This design comes from an exercise in tuning for small area on the open sky130 flow, not from production work.
Function not checked in this run: the RTL went through the layout flow alone.
No activity file was given, so power comes from the tool's default toggle rates.

### design/flow/config.mk
export PLATFORM = sky130hd
export DESIGN_NAME = pipeline
export DESIGN_NICKNAME = pipeline
export VERILOG_FILES = /design/flow/design.v
export SDC_FILE = /design/flow/constraint.sdc
export NUM_CORES = 4
export LEC_CHECK = 0
export CAP_MARGIN = 20
export CORE_MARGIN = 2
export CORE_UTILIZATION = 40
export PLACE_DENSITY = 0.6
export SLEW_MARGIN = 20
### design/flow/constraint.sdc
create_clock -name core_clock -period 10.0 [get_ports {clock}]
set_input_delay 2.0000 -clock core_clock [delete_from_list [all_inputs] [get_ports {clock}]]
set_output_delay 2.0000 -clock core_clock [all_outputs]
set_load 0.01 [all_outputs]
### design/flow/design.v
module fetch (
    clock,
    reset,
    address,
    insn,
    insn_decode,
    pc,
    stall,
    pcIn,
    jump
);
    input wire clock;  
    input wire reset;  
    input wire[0:31] insn;  
    input wire stall;  
    input wire[0:31] pcIn;  
    input wire       jump;  
    output reg[0:31] address;  
    output wire[0:31] insn_decode;  
    output reg[0:31] pc; 
    assign insn_decode = stall ? 32'h0000_0000 : insn;
    always @(posedge clock) begin
        if (reset) begin
            pc <= 32'h8002_0000;
            address <= 32'h0000_0000;
        end
        else if (stall != 1'b1) begin
            if (jump) begin
                address <= pcIn;                
                pc <= pcIn + 4;
            end
            else begin
                address <= pc;
                pc <= pc + 4;
            end            
        end
    end
endmodule
module reg_file (
    clock,
    reset,
    rsOut,
    rtOut,
    rsIn,
    rtIn,
    rdIn,
    regWriteEnable,
    writeBackData
);
    parameter REG_WIDTH = 32;
    parameter NUM_REGS = 32;
    input wire clock;
    input wire reset;
    input wire[0:4] rdIn;
    input wire[0:31] writeBackData;
    output reg[0:31] rsOut;
    output reg[0:31] rtOut;
    input wire[0:4] rsIn;
    input wire[0:4] rtIn;
    input wire regWriteEnable;
    reg[0:REG_WIDTH-1] registers[0:NUM_REGS-1];
    integer i;
    always @(posedge clock)
    begin
        if (reset) begin
            for (i = 0; i < NUM_REGS; i = i + 1) begin
                if (i == 29)
                    registers[i] <= 32'h80022000;
                else
                    registers[i] <= i;
            end
            rsOut <= 0;
            rtOut <= 0;
        end else begin
            rsOut <= registers[rsIn];
            rtOut <= registers[rtIn];
            if (regWriteEnable) begin
                registers[rdIn] <= writeBackData;
            end        
        end
    end  
endmodule
module decode (
    clock,
    reset,
    fetch_insn,
    insn_valid,
    pc,
    rsDataOut,
    rtDataOut,
    rdIn,
    pcOut,
    irOut,
    writeBackData,
    regWriteEnable,
    control,
    rdOut,
    alu_stage_rd,
    mem_stage_rd,
    alu_stage_reg_we,
    mem_stage_reg_we,
    writeback_stage_rd,
    writeback_stage_we,
    stall,
    alu_branch_taken
);
    output wire[0:31] rsDataOut;
    output wire[0:31] rtDataOut;
    wire[0:31] insn;
    input wire[0:31] fetch_insn;
    reg[0:31] stalled_insn;
    input wire [0:31] pc;
    input wire clock;
    input wire reset;
    input wire insn_valid;
    input wire[0:4] rdIn;
    input wire[0:31] writeBackData;
    input wire regWriteEnable;
    input wire[0:4] alu_stage_rd;
    input wire[0:4] mem_stage_rd;
    input wire[0:4] writeback_stage_rd;
    input wire      alu_stage_reg_we;
    input wire      mem_stage_reg_we;
    input wire      writeback_stage_we;
    input wire      alu_branch_taken;
    wire[0:31] rsData;  
    wire[0:31] rtData;
    output reg[0:31] pcOut; 
    output reg[0:31] irOut;
    output reg[0:8-1] control;    
    output reg[0:4] rdOut;    
    output reg stall; 
    wire[0:5] opcode;
    wire[0:4] rs;
    wire[0:4] rt;
    wire[0:4] rd;
    wire[0:5] funct;
    wire    should_stall_rs; 
    wire    should_stall_rt; 
    reg_file REGISTER_FILE(
        .clock (clock),
        .reset (reset),
        .rsOut (rsData),
        .rtOut (rtData),
        .rsIn (rs),
        .rtIn (rt),
        .rdIn (rdIn),
        .regWriteEnable (regWriteEnable),
        .writeBackData (writeBackData)
    );
    assign insn = stall ? stalled_insn : fetch_insn;
    assign opcode = insn[0:5];
    assign rs = insn[6:10];
    assign rt = insn[11:15];
    assign rd = insn[16:20];
    assign funct = insn[26:31];
    assign rsDataOut = (regWriteEnable == 1 && rs == rdIn) ? writeBackData : rsData;
    assign rtDataOut = (regWriteEnable == 1 && rt == rdIn) ? writeBackData : rtData;
    assign should_stall_rs = (((alu_stage_reg_we == 1 && stall == 0) && 
                           (rs == alu_stage_rd)) || 
                           ((mem_stage_reg_we == 1) && 
                           (rs == mem_stage_rd)) ||
                           ((writeback_stage_we == 1) &&
                           (rs == writeback_stage_rd)) ||
                           ((regWriteEnable == 1) &&
                           (rs == rdIn)));
    assign should_stall_rt = (((alu_stage_reg_we == 1 && stall == 0) && 
                           (rt == alu_stage_rd)) || 
                           ((mem_stage_reg_we == 1) && 
                           (rt == mem_stage_rd)) ||
                           ((writeback_stage_we == 1) &&
                           (rt == writeback_stage_rd)) ||
                           ((regWriteEnable == 1) &&
                           (rt == rdIn)));
    reg[0:8-1] ctl;
    reg[0:4]  rd_next;
    reg[0:31] ir_next;
    reg       stall_next;
    always @(*)
    begin
        ctl = 0;
	    rd_next = rd;
        if(insn_valid && insn != 32'h0000_0000) begin            
            case(opcode)
                6'b000000: begin
                    ctl[2] = 1'b1;
    	            if(funct == 6'b001000) begin
    		            ctl[0] = 0;
    	            end else begin
    		            ctl[0] = 1;
    	            end
                end  
                6'b001001: begin  
                    ctl[0] = 1'b1;
                    ctl[1] = 1'b1;
		    rd_next = rt;
                end
                6'b001010: begin  
                    ctl[0] = 1;
                    ctl[1] = 1'b1;
		    rd_next = rt;
                end
                6'b100011: begin  
                    ctl[0] = 1;
                    ctl[1] = 1'b1;
                    ctl[5] = 1'b1;                    
                    ctl[6] = 1'b1;
		    rd_next = rt;
                end
                6'b101011: begin  
                    ctl[0] = 0;
                    ctl[4] = 1'b1;
                    ctl[1] = 1'b1;
		    rd_next = rt;
                end
                6'b001111: begin  
                    ctl[0] = 1;
                    ctl[1] = 1'b1;
		    rd_next = rt;
                end
                6'b001101: begin  
                    ctl[0] = 1'b1;
                    ctl[1] = 1'b1;
    	            ctl[7] = 1'b1;
		    rd_next = rt;
                end
                6'b000010: begin  
                    ctl[0] = 0;
    	            ctl[3] = 1'b1;
                end
                6'b000011: begin
    	            ctl[0] = 1;
    	            ctl[3] = 1'b1;
    	            ctl[7] = 1'b1;
		    rd_next = 31;
    	        end
                6'b000100: begin  
                    ctl[0] = 0;
             	    ctl[3] = 1'b1;
                end
                6'b000101: begin  
                    ctl[0] = 0;
                    ctl[3] = 1'b1;
                end
                6'b000111: begin  
                    ctl[0] = 0;
                    ctl[3] = 1'b1;
                end
                6'b000110: begin  
                    ctl[0] = 0;
                    ctl[3] = 1'b1;
                end
                6'b000001: begin  
                    ctl[3] = 1'b1;
                    ctl[0] = 0;
                end
                default:
                  ;                  
            endcase  
        end  
	    if (alu_branch_taken) begin
	        ir_next = 32'h0000_0000;
	        rd_next = 0;
	        ctl[0] = 0;
	    end else begin
	        ir_next = insn;
	    end
        stall_next = 1'b0;
        if (opcode == 6'b000000 || opcode == 6'b000100 || opcode == 6'b000101 || opcode == 6'b101011) begin
	        if (should_stall_rs || should_stall_rt) begin
		        stall_next = 1'b1;
		        ir_next = 32'h0000_0000;
		        rd_next = 0;
		        ctl[0] = 0;
                if (opcode == 6'b101011) begin
                    ctl[4] = 0;
                end
	        end
        end else if (opcode == 6'b001001 || opcode == 6'b001010 || opcode == 6'b001111 || opcode == 6'b001101) begin
            if (should_stall_rt) begin
		        stall_next = 1'b1;
		        ir_next = 32'h0000_0000;
		        rd_next = 0;
		        ctl[0] = 0;
	        end
        end else if (opcode == 6'b100011 || opcode == 6'b000111 || 
            opcode == 6'b000110 || opcode == 6'b000001) begin
            if (should_stall_rs) begin
		        stall_next = 1'b1;
		        ir_next = 32'h0000_0000;
		        rd_next = 0;
		        ctl[0] = 0;
                if (opcode == 6'b100011) begin
                    ctl[5] = 1'b0;                    
                    ctl[6] = 1'b0;
                end
	        end
        end
    end
    always @(posedge clock)
    begin
        if (reset) begin
            pcOut <= 0;
            stalled_insn <= 0;
            control <= 0;
            rdOut <= 0;
            irOut <= 0;
            stall <= 0;
        end else begin
            pcOut <= pc;
	        stalled_insn <= insn;
            control <= ctl;
            rdOut <= rd_next;
            irOut <= ir_next;
            stall <= stall_next;
        end
    end
endmodule
module alu (
    clock,
    reset,
    rsData,
    rtData,
    rtDataOut,
    control,
    control_out,
    outData,
    branchTaken,
    insn,
    insn_out,
    pc,
    rdIn,
    rdOut
);
    input wire clock;
    input wire reset;
    input wire[0:31] rsData;
    input wire[0:31] rtData;
    input wire[0:8-1] control;
    input wire[0:31] insn;
    input wire[0:31] pc;
    input wire[0:4]  rdIn;
    wire[0:5] opcode;
    wire[5:0] funct;
    wire[0:5] sa;
    wire[0:15] immediate;
    wire[0:25] insn_index;
    wire[0:17] offset;
    wire[0:4]  rt;
    output reg[0:31] outData;
    output reg branchTaken;  
    output reg[0:31] insn_out;
    output reg[0:31] rtDataOut;
    output reg[0:8-1] control_out;
    output reg[0:4] rdOut;
    assign opcode = insn[0:5];
    assign rt = insn[11:15];
    assign sa = insn[21:25];
    assign funct = insn[26:31];
    assign immediate = insn[16:31];
    assign offset = insn[16:31];
    assign insn_index = insn[6:31];
    always @(posedge clock)
    begin
        if (reset) begin
            rdOut <= 0;
        end
	else if (control[1]) begin
	    rdOut <= rt;
	end
	else if(opcode == 6'b000011) begin
	    rdOut <= 31;
	end
	else begin
	    rdOut <= rdIn;
	end
    end  
    reg[0:31] out_next;
    reg       taken_next;
    always @(*)
    begin
	    out_next = outData;
	    taken_next = 0;          
	    if (control[2]) begin
	        case(funct)
	            6'b100000:
	              out_next = rsData + rtData;
	            6'b100001:
	              out_next = $signed(rsData) + $signed(rtData);
	            6'b100010:
	              out_next = $signed(rsData) - $signed(rtData);
	            6'b100011:
	              out_next = $signed(rsData) - $signed(rtData);
	            6'b101010:  
	              if ($signed(rsData) < $signed(rtData)) begin
	                  out_next = 32'h00000001;
	              end else begin
	                  out_next = 32'h00000000;
	              end
	            6'b101011:
	              if ($unsigned(rsData) < $unsigned(rtData)) begin
	                  out_next = 32'h0000001;
	              end else begin 
	                  out_next = 32'h00000000; 
	              end
	            6'b000000: begin
	              out_next = rtData << $unsigned(sa);
		      end
	            6'b000010:
	              out_next = rtData >> sa;
	            6'b000011:
	              out_next = rtData >>> sa;
	            6'b100100:
	              out_next = rsData & rtData;
	            6'b100101:
	              out_next = rsData | rtData;
	            6'b100110:
	              out_next = rsData ^ rtData;
	            6'b100111:
	              out_next = ~(rsData | rtData);
		    6'b001000: begin
			out_next = rsData;
			taken_next = 1'b1;
		      end
		    default: ;
	        endcase  
	    end else if(control[1]) begin
	        case(opcode)
	            6'b001001:
		          out_next = $signed(rsData) + $signed(immediate);
	            6'b001010:
		          if ($signed(rsData) < $signed(immediate)) begin
		              out_next = 32'h0000001;
		          end else begin
		              out_next = 32'h0000000;
		          end
	            6'b100011:
		          out_next = $signed(offset) + rsData;
	            6'b101011:
		          out_next = $signed(offset) + rsData;
	            6'b001111:
		          out_next = immediate << 16;
	            6'b001101:
		          out_next = rsData | immediate;
		    default: ;
	        endcase  
	    end else if (control[3]) begin
            case(opcode)
	            6'b000010: begin                  
		            out_next = ((pc + 4) & 32'hfc00_0000) | (insn_index << 2); 
	                taken_next = 1'b1;
                end               
	            6'b000011: begin
			out_next = ((pc + 4) & 32'hfc00_0000) | (insn_index << 2);
			taken_next = 1'b1;
		    end
	            6'b000100:
		          if (rsData == rtData) begin
		              out_next = $signed(pc) + $signed(offset << 2);
		              taken_next = 1'b1;
		          end else begin
		              taken_next = 1'b0;
		          end
	            6'b000101:
		          if  (rsData  != rtData) begin
		              out_next = $signed(pc) + $signed(offset << 2);
		              taken_next = 1'b1;
		          end else begin
		              taken_next = 1'b0;
		          end
	            6'b000111:
		          if ($signed(rsData) > 1'b0) begin
		              out_next = $signed(pc) + $signed(offset << 2);
		              taken_next = 1'b1;
		          end else begin
		              taken_next = 1'b0;
		          end
	            6'b000110:
		          if ($signed(rsData) <= 1'b0) begin
		              out_next = $signed(pc) + $signed(offset << 2);
		          end else begin
		              taken_next = 1'b0;
		          end
	            6'b000001:
		          case(rt)
		              5'b00000:
		                if ($signed(rsData) < 1'b0) begin
			                out_next = $signed(pc) + $signed(offset << 2);
			                taken_next = 1'b1;
		                end else begin
			                taken_next = 1'b0;
		                end
		              5'b00001:
		                if ($signed(rsData) >= 1'b0) begin
			                out_next = $signed(pc) + $signed(offset << 2);
			                taken_next = 1'b1;
		                end else begin
			                taken_next = 1'b0;
		                end
		              default: ;
		          endcase  
		    default: ;
	        endcase  
	    end else begin
            out_next = 32'h0000_0000;
        end        
    end
    always @(posedge clock)
    begin
        if (reset) begin
            outData <= 0;
            branchTaken <= 0;
            insn_out <= 0;
            rtDataOut <= 0;
            control_out <= 0;
        end else begin
            outData <= out_next;
            branchTaken <= taken_next;
            insn_out <= insn;
            if (opcode == 6'b000011) begin
                rtDataOut <= (pc + 8);
            end
            else begin
                rtDataOut <= rtData;
            end
	    if (insn == 0) begin
                control_out <= 0;
	    end else begin
                control_out <= control;
	    end  
        end
    end
endmodule
module mem_stage(
    clock,
    reset,
    address,
    data_in,
    mem_rdata,
    mem_data_out,
    data_out,
    control,
    control_out,
    rdIn,
    rdOut
);
    input wire clock; 
    input wire reset;
    input wire[0:31] address;
    input wire[0:31] data_in;
    input wire[0:31] mem_rdata;
    input wire[0:8-1] control;
    input wire[0:4] rdIn;
    output reg[0:31] data_out;
    output reg[0:31] mem_data_out;
    output reg[0:8-1] control_out;
    output reg[0:4] rdOut;
    always @(posedge clock)
    begin
        if (reset) begin
            rdOut <= 0;
            mem_data_out <= 0;
            data_out <= 0;
            control_out <= 0;
        end else begin
            rdOut <= rdIn;
            mem_data_out <= mem_rdata;
            if (control[7] == 1) begin
                data_out <= data_in;
            end
            else begin
                data_out <= address;
            end
            control_out <= control;
        end
    end
endmodule
module writeback_stage(
    rdIn,
    rdDataIn,
    memDataIn,
    control,                       
    rdOut,
    regWriteEnable,
    writeBackData
);
    input wire[0:4] rdIn;
    input wire[0:31] rdDataIn;
    input wire[0:31] memDataIn;
    input wire[0:8-1] control;
    output wire[0:4] rdOut;
    output wire regWriteEnable;
    output wire[0:31] writeBackData;
    assign rdOut = rdIn;
    assign writeBackData = control[5] ? memDataIn : rdDataIn;
    assign regWriteEnable = control[0];
endmodule
module pipeline(
    clock,
    reset,
    imem_addr,
    imem_rdata,
    dmem_addr,
    dmem_wdata,
    dmem_we,
    dmem_re,
    dmem_rdata,
    program_done
);
    input wire clock;
    input wire reset;
    output wire[31:0] imem_addr;
    input wire[31:0]  imem_rdata;
    output wire[31:0] dmem_addr;
    output wire[31:0] dmem_wdata;
    output wire       dmem_we;
    output wire       dmem_re;
    input wire[31:0]  dmem_rdata;
    output reg program_done;
    wire[0:31]  fetch_address;
    wire[0:31]  fetch_data_in;
    wire[0:31]  fetch_data_out;
    wire[0:31]  fetch_pc_out;
    wire        fetch_stall; 	
    reg         decode_insn_valid;
    wire[0:31]  decode_insn_in;
    wire[0:31]  decode_rs_data;
    wire[0:31]  decode_rt_data;
    wire [0:4] 	decode_rd_out;
    wire[0:31]  decode_pc_out;
    wire[0:31]  decode_ir_out;
    wire[0:31]  decode_write_back_data;
    wire        decode_reg_write_enable;
    wire[0:8-1] decode_control;
    wire        decode_stall_out;
    wire[0:31]  alu_rt_data_out;
    wire[0:31]  alu_out_data;
    wire[0:8-1] alu_control_out;
    wire        alu_branch_taken;
    wire[0:31]  alu_insn_out;
    wire [0:31] alu_insn_in;
    wire[0:4]   alu_rd_out;
    wire[0:31]  mem_stage_mem_data_out;
    wire[0:31]  mem_stage_data_out;
    wire[0:8-1] mem_stage_control_out;
    wire[0:4]   mem_stage_rd_out;
    wire[0:4]   writeback_rd_out;
    fetch fetch0(
        .clock          (clock),
        .reset          (reset),
        .address        (fetch_address),
        .insn           (fetch_data_in),
        .insn_decode    (fetch_data_out),
        .pc             (fetch_pc_out),
        .stall          (fetch_stall),
        .pcIn           (alu_out_data),
        .jump           (alu_branch_taken)
    );
    decode decode0(
        .clock          (clock),
        .reset          (reset),
        .fetch_insn     (decode_insn_in),
        .insn_valid     (decode_insn_valid),
        .pc             (fetch_address),
        .rsDataOut      (decode_rs_data),
        .rtDataOut      (decode_rt_data),
        .rdIn           (writeback_rd_out),
        .pcOut          (decode_pc_out),
        .irOut          (decode_ir_out),
        .writeBackData  (decode_write_back_data),
        .regWriteEnable (decode_reg_write_enable),
        .control        (decode_control),
        .rdOut          (decode_rd_out),
        .alu_stage_rd   (decode_rd_out),
        .mem_stage_rd   (alu_rd_out),
        .alu_stage_reg_we   (decode_control[0]),
        .mem_stage_reg_we   (alu_control_out[0]),
        .writeback_stage_rd (mem_stage_rd_out),
        .writeback_stage_we (mem_stage_control_out[0]),
        .stall          (decode_stall_out),
        .alu_branch_taken (alu_branch_taken)
    );
    alu alu0(
        .clock          (clock),
        .reset          (reset),
        .rsData         (decode_rs_data),
        .rtData         (decode_rt_data),
        .rtDataOut      (alu_rt_data_out),
        .control        (decode_control),
        .control_out    (alu_control_out),
        .outData        (alu_out_data),
        .branchTaken    (alu_branch_taken),
        .insn           (alu_insn_in),
        .insn_out       (alu_insn_out),
        .pc             (decode_pc_out),
        .rdIn           (decode_rd_out),
        .rdOut          (alu_rd_out)
    );
    mem_stage mem_stage0(
        .clock          (clock),
        .reset          (reset),
        .address        (alu_out_data),
        .data_in        (alu_rt_data_out),
        .mem_rdata      (dmem_rdata),
        .mem_data_out   (mem_stage_mem_data_out),
        .data_out       (mem_stage_data_out),
        .control        (alu_control_out),
        .control_out    (mem_stage_control_out),
        .rdIn           (alu_rd_out),
        .rdOut          (mem_stage_rd_out)
    );
    writeback_stage writeback_stage0(
        .rdIn           (mem_stage_rd_out),
        .rdDataIn       (mem_stage_data_out),
        .memDataIn      (mem_stage_mem_data_out),
        .control        (mem_stage_control_out),
        .rdOut          (writeback_rd_out),
        .regWriteEnable (decode_reg_write_enable),
        .writeBackData  (decode_write_back_data)
    );
    assign imem_addr = fetch_address;
    assign fetch_data_in = imem_rdata;
    assign dmem_addr = alu_out_data;
    assign dmem_wdata = alu_rt_data_out;
    assign dmem_we = alu_control_out[4];
    assign dmem_re = alu_control_out[6];
    assign decode_insn_in = decode_stall_out ? decode_ir_out : fetch_data_out;
    assign alu_insn_in = (decode_stall_out || alu_branch_taken) ? 32'h0000_0000 : decode_ir_out;
    assign fetch_stall = decode_stall_out;
    always @(posedge clock) begin
        if (reset) begin
            program_done <= 1'b0;
            decode_insn_valid <= 1'b0;
        end else begin
            if (alu_insn_out[26:31] == 6'b001000 && alu_out_data == 31) begin
                program_done <= 1'b1;
            end
            if (fetch_address < 32'h8002_0000) begin
	            decode_insn_valid <= 1'b0;
            end else begin 
	            decode_insn_valid <= 1'b1;
            end
        end
    end
endmodule
### design/flow/run.sh
#!/bin/bash
# synth_recipe.tcl (not shown) runs the flow's synth.tcl, then flattens the netlist and writes it again
# the make line also repeats each setting of config.mk as NAME=value (left out here)
make -C /OpenROAD-flow-scripts/flow DESIGN_CONFIG=/design/flow/config.mk WORK_HOME=/design/flow/orfs CLKGATE_MAP_FILE= SYNTH_SCRIPT=/design/flow/synth_recipe.tcl finish
==> results.py <==
metrics = {
    "sta": {
        "worst_pin_slew_ns": 1.284,
        "skew_ns": 0.03897,
        "grt_setup_unrepaired": "false",
        "hold_violations": 0,
        "setup_viol": 0,
        "max_freq_mhz": 110.9,
        "fin_crit_sh_pct": 90.18,
        "drv_slew": 0,
        "min_period_ns": 9.018,
        "fin_setup_tns_ns": 0,
        "relSlewSlack_pct": 13.59,
    },
    "yosys": {
        "yosysSeqAreaShare_pct": 45.82,
        "ys_types": 93,
        "synth_edf_count": 1024,
        "yosys.area.top_type": "edfxtp_1",
        "synth_seq_cells": 1414,
        "synth_top_flop_cell": "edfxtp_1",
        "syn_area_per_cell_sq_um": 9.758,
        "yosysWarnings": 6,
        "synth_area_sq_um": 84140,
        "ys_top_cells_by_area": "edfxtp_1, dfxtp_1, mux4_2",
        "syn-num-nets": 8899,
        "synth_cells": 8623,
        "async_flop_share_pct": 0,
        "yosysTopAreaCellShare_pct": 36.54,
    },
    "setup_path": {
        "critPathMaxStageDelay_ns": 0.92,
        "crit_path_end_kind": "flop",
        "worstSetupPathType": "in2reg",
        "critPathArrivalTime_ns": 9.81,
        "r2r-end": "alu0.outData[16]",
        "cpMostUsedCell": "buf_4",
        "crit_fanout": 25,
        "startpoint_type": "input port",
        "cp_slowest_cell": "nor4_1",
        "required_ns": 10.79,
        "r2r_setup_slack_ns": 2.11,
        "reg2regPathDepth": 21,
        "cp_cell_sequence": "clkdlybuf4s50_1, mux2i_2, buf_4, xnor2_1, nor4_1, nand2_2, buf_4, buf_4, a21o_1, buf_4, ha_1, nor4_1, nand4_1, nor3_1, xor2_1, o21ai_0, nor3_1, o21ai_1, nor2_1, nand2_1, a31oi_1, o21bai_1",
        "reg2reg_from": "decode0.stall",
    },
    "final_layout": {
        "area_growth_pct": 12.61,
        "final_common_cell": "nor2_1",
        "nets": 8755,
        "final_cells": 11430,
        "final_cell_mix": "nor2_1, edfxtp_1, nand2_1",
        "drive_gt1_share_pct": 12.06,
        "final_area_sq_um": 94760,
    },
    "global_routing": {
        "met1_usage_pct": 47.60,
        "grtUsageMet3_pct": 9.855,
        "grt_first_pass_wirelength_mm": 549.5,
        "grt_use_total_pct": 35.89,
        "antenna_found_initial": 39,
        "grt_pass1_vias": 70060,
        "top_usage_layer": "met2",
        "grtUsageMet2_pct": 52.96,
        "grt_overflow": 0,
        "grt_max_degree": 159,
    },
    "placed_design": {
        "dpl_cell_area_sq_um": 89430,
        "gp_congestion": 1.075,
        "port_buffers": 164,
        "placedCellCount": 11120,
        "dp_hpwl_mm": 274.4,
    },
    "power_and_ir_drop": {
        "p_per_area_nw_per_um2": 159.9,
        "vdd_drop_max_v": 0.0001910,
        "leakage_nw": 31.84,
        "total_power_mw": 15.15,
    },
    "outcome": {
        "status": "timing/DRC/antenna clean",
    },
    "route": {
        "post_drt_via_cell_ratio": 6.566,
        "drc": 0,
        "wire_per_inst_um": 34.73,
        "drtAntennaViolNets": 0,
        "finalWirelength_mm": 397.2,
        "drt_iter0_markers": 12020,
        "drtPass1Iterations": 9,
        "vias": 75080,
    },
    "min_path": {
        "min_delay_worst_endpoint": "alu0.control_out[7]",
        "hp-start": "decode0.control[7]",
        "min_path_cells": 1,
        "hold_class": "reg2reg",
    },
    "cts": {
        "clockBufferDepth": 3,
        "numClockSinks": 1414,
        "h-tree-depth": 4,
        "cts_hold_buf": 0,
        "cts_tree": "built",
        "post_cts_resize_count": 0,
        "postCtsSetupRepairBufs": 0,
        "cts_root_buffer": "clkbuf_16",
        "clk_latency_ns": 0.88,
        "clk_pin_slew_ns": 0.06,
        "numCtsBuffers": 163,
    },
    "floorplan": {
        "dieArea_sq_um": 214000,
        "die_w_um": 462.7,
        "start_util_pct": 40.19,
        "die_h_um": 462.7,
        "core_area_sq_um": 209400,
        "ios": 165,
        "rows": 168,
    },
    "job": {
        "maxCapViolCount": 0,
    },
}
==> power by group <==
part / internal [mW] / switching, mW / leakage [nW]
clock: 3.40 / 2.59 / 2.55
combinational: 0.797 / 1.76 / 15.8
sequential: 6.46 / 0.145 / 13.5
==> through the flow <==
step / util [%] / hold slack [ns] / setup WS [ns]
detailed placement: 42.72 / 0.4303 / 0.5867
CTS: 45.23 / 0.4444 / 1.446
global route: 45.25 / 0.4733 / 1.189
floorplan: - / 0.4057 / 2.715
finish: 45.26 / 0.4449 / 0.9821
global placement: 42.71 / 0.4319 / 0.5951
==> cells in the mapped netlist, types with 12 or more instances <==
master / count
a211oi_1: 393
a21o_1: 48
a21oi_1: 455
a221oi_1: 57
a222oi_1: 14
a22o_1: 76
a22oi_1: 55
a311oi_1: 146
a31oi_1: 165
and2_1: 289
and3_1: 29
buf_1: 79
buf_2: 24
clkbuf_1: 666
dfxtp_1: 390
edfxtp_1: 1024
ha_1: 206
inv_1: 143
mux2_2: 12
mux2i_1: 150
mux4_2: 323
nand2_1: 910
nand2b_1: 64
nand3_1: 104
nand3b_1: 14
nand4_1: 44
nor2_1: 1523
nor2b_1: 115
nor3_1: 90
nor4_1: 74
o211ai_1: 74
o21a_1: 19
o21ai_0: 232
o21ai_1: 24
o21bai_1: 33
o221ai_1: 18
o22ai_1: 50
o31ai_1: 29
or2_2: 12
or3_1: 29
xnor2_1: 135
xor2_1: 66
==> critical path: cells and delay by family <==
kind | cells | cell delay [ns]
AO/OA/AOI/OAI | 5 | 1.02
buffers and inverters | 5 | 1.76
AND/OR/NAND/NOR | 8 | 3.92
XOR/XNOR | 2 | 0.35
adder cells (fa/ha/maj) | 1 | 0.41
multiplexers | 1 | 0.31
==> cells by family (layout without fill, tap and decap cells) <==
kind of cell               count (synthesis)  count (layout)  share of synthesized area [%]
and+or+nand+nor                         3348            3348                          17.53
adders and majority gates                210             210                          3.158
xor gates and xnor gates                 201             201                          2.092
DFF                                     1414            1414                          45.82
muxes                                    491             491                          10.70
buffers and inverters                    921             913                          4.167
other                                      0              14                              0
AOI/OAI and AO/OA                       2038            2038                          16.53
==> flip-flops by register name, indices dropped and copies added, names as in the netlist, 4 cells and up <==
signal and cells:
decode0.REGISTER_FILE.registers 1024, alu0.outData 32, alu0.rtDataOut 32, decode0.REGISTER_FILE.rsOut 32, decode0.REGISTER_FILE.rtOut 32, decode0.irOut 32, decode0.pcOut 32, decode0.stalled_insn 32
fetch0.address 32, fetch0.pc 32, mem_stage0.data_out 32, mem_stage0.mem_data_out 32, decode0.control 7, alu0.insn_out 6, alu0.rdOut 5, decode0.rdOut 5
mem_stage0.rdOut 5, alu0.control_out 4
==> worst max path at each step <==
stage               cells after the start  slack (ns)           start               end
CTS                                    22        1.45  imem_rdata[25]  alu0.outData[16]
global placement                       22        0.60  imem_rdata[25]  alu0.outData[16]
finish                                 22        0.98  imem_rdata[25]  alu0.outData[16]
detailed placement                     22        0.59  imem_rdata[25]  alu0.outData[16]
global route                           22        1.19  imem_rdata[25]  alu0.outData[13]
floorplan                              21        2.71  imem_rdata[25]   alu0.outData[3]
==> final cells by class <==
cell class / count / area (sq um)
Multi-Input combinational cell: 6288 / 42820
Sequential cell: 1414 / 38570
Antenna cell: 14 / 35.03
Clock inverter: 71 / 754.5
Tap cell: 2805 / 3510
Clock buffer: 230 / 4508
Timing Repair Buffer: 465 / 4006
Inverter: 147 / 551.8
Fill cell: 19780 / 114600
==> routing by layer <==
layer / share of wire [%] / wire length, um / vias up
met2: 43 / 170700 / 5135
met4: 6.3 / 24940 / 36
met1: 39 / 153100 / 37370
met5: 0.066 / 262 / -
li1: - / - / 31490
met3: 12 / 48190 / 1058

-- separate check: timing with driven ports --
In the flow no input, the clock included, has a driving cell. The finished layout below was timed again as built, in two steps.
Step 1 (the two cells are an assumption about what drives the block):
set clk [get_ports {clock}]
set_driving_cell -lib_cell sky130_fd_sc_hd__clkbuf_16 $clk
set_driving_cell -lib_cell sky130_fd_sc_hd__buf_2 [delete_from_list [all_inputs] $clk]
Step 2 times the ports against the registers' clock, not the clock port: input delays grow and output delays shrink by t, the midpoint of the rising clock arrivals with the driver on.
Slacks: no drivers / after step 1 / after step 2; pairs: no drivers / after step 1.
t, ns: 0.951
setup WS [ns]: 0.982 / 1.045 / 0.094
pins driven straight from the clock port: 1
After both steps setup and hold are still met in this run. For this run, drivers alone change the setup slack by +0.063 ns; drivers and shift together by -0.888 ns.
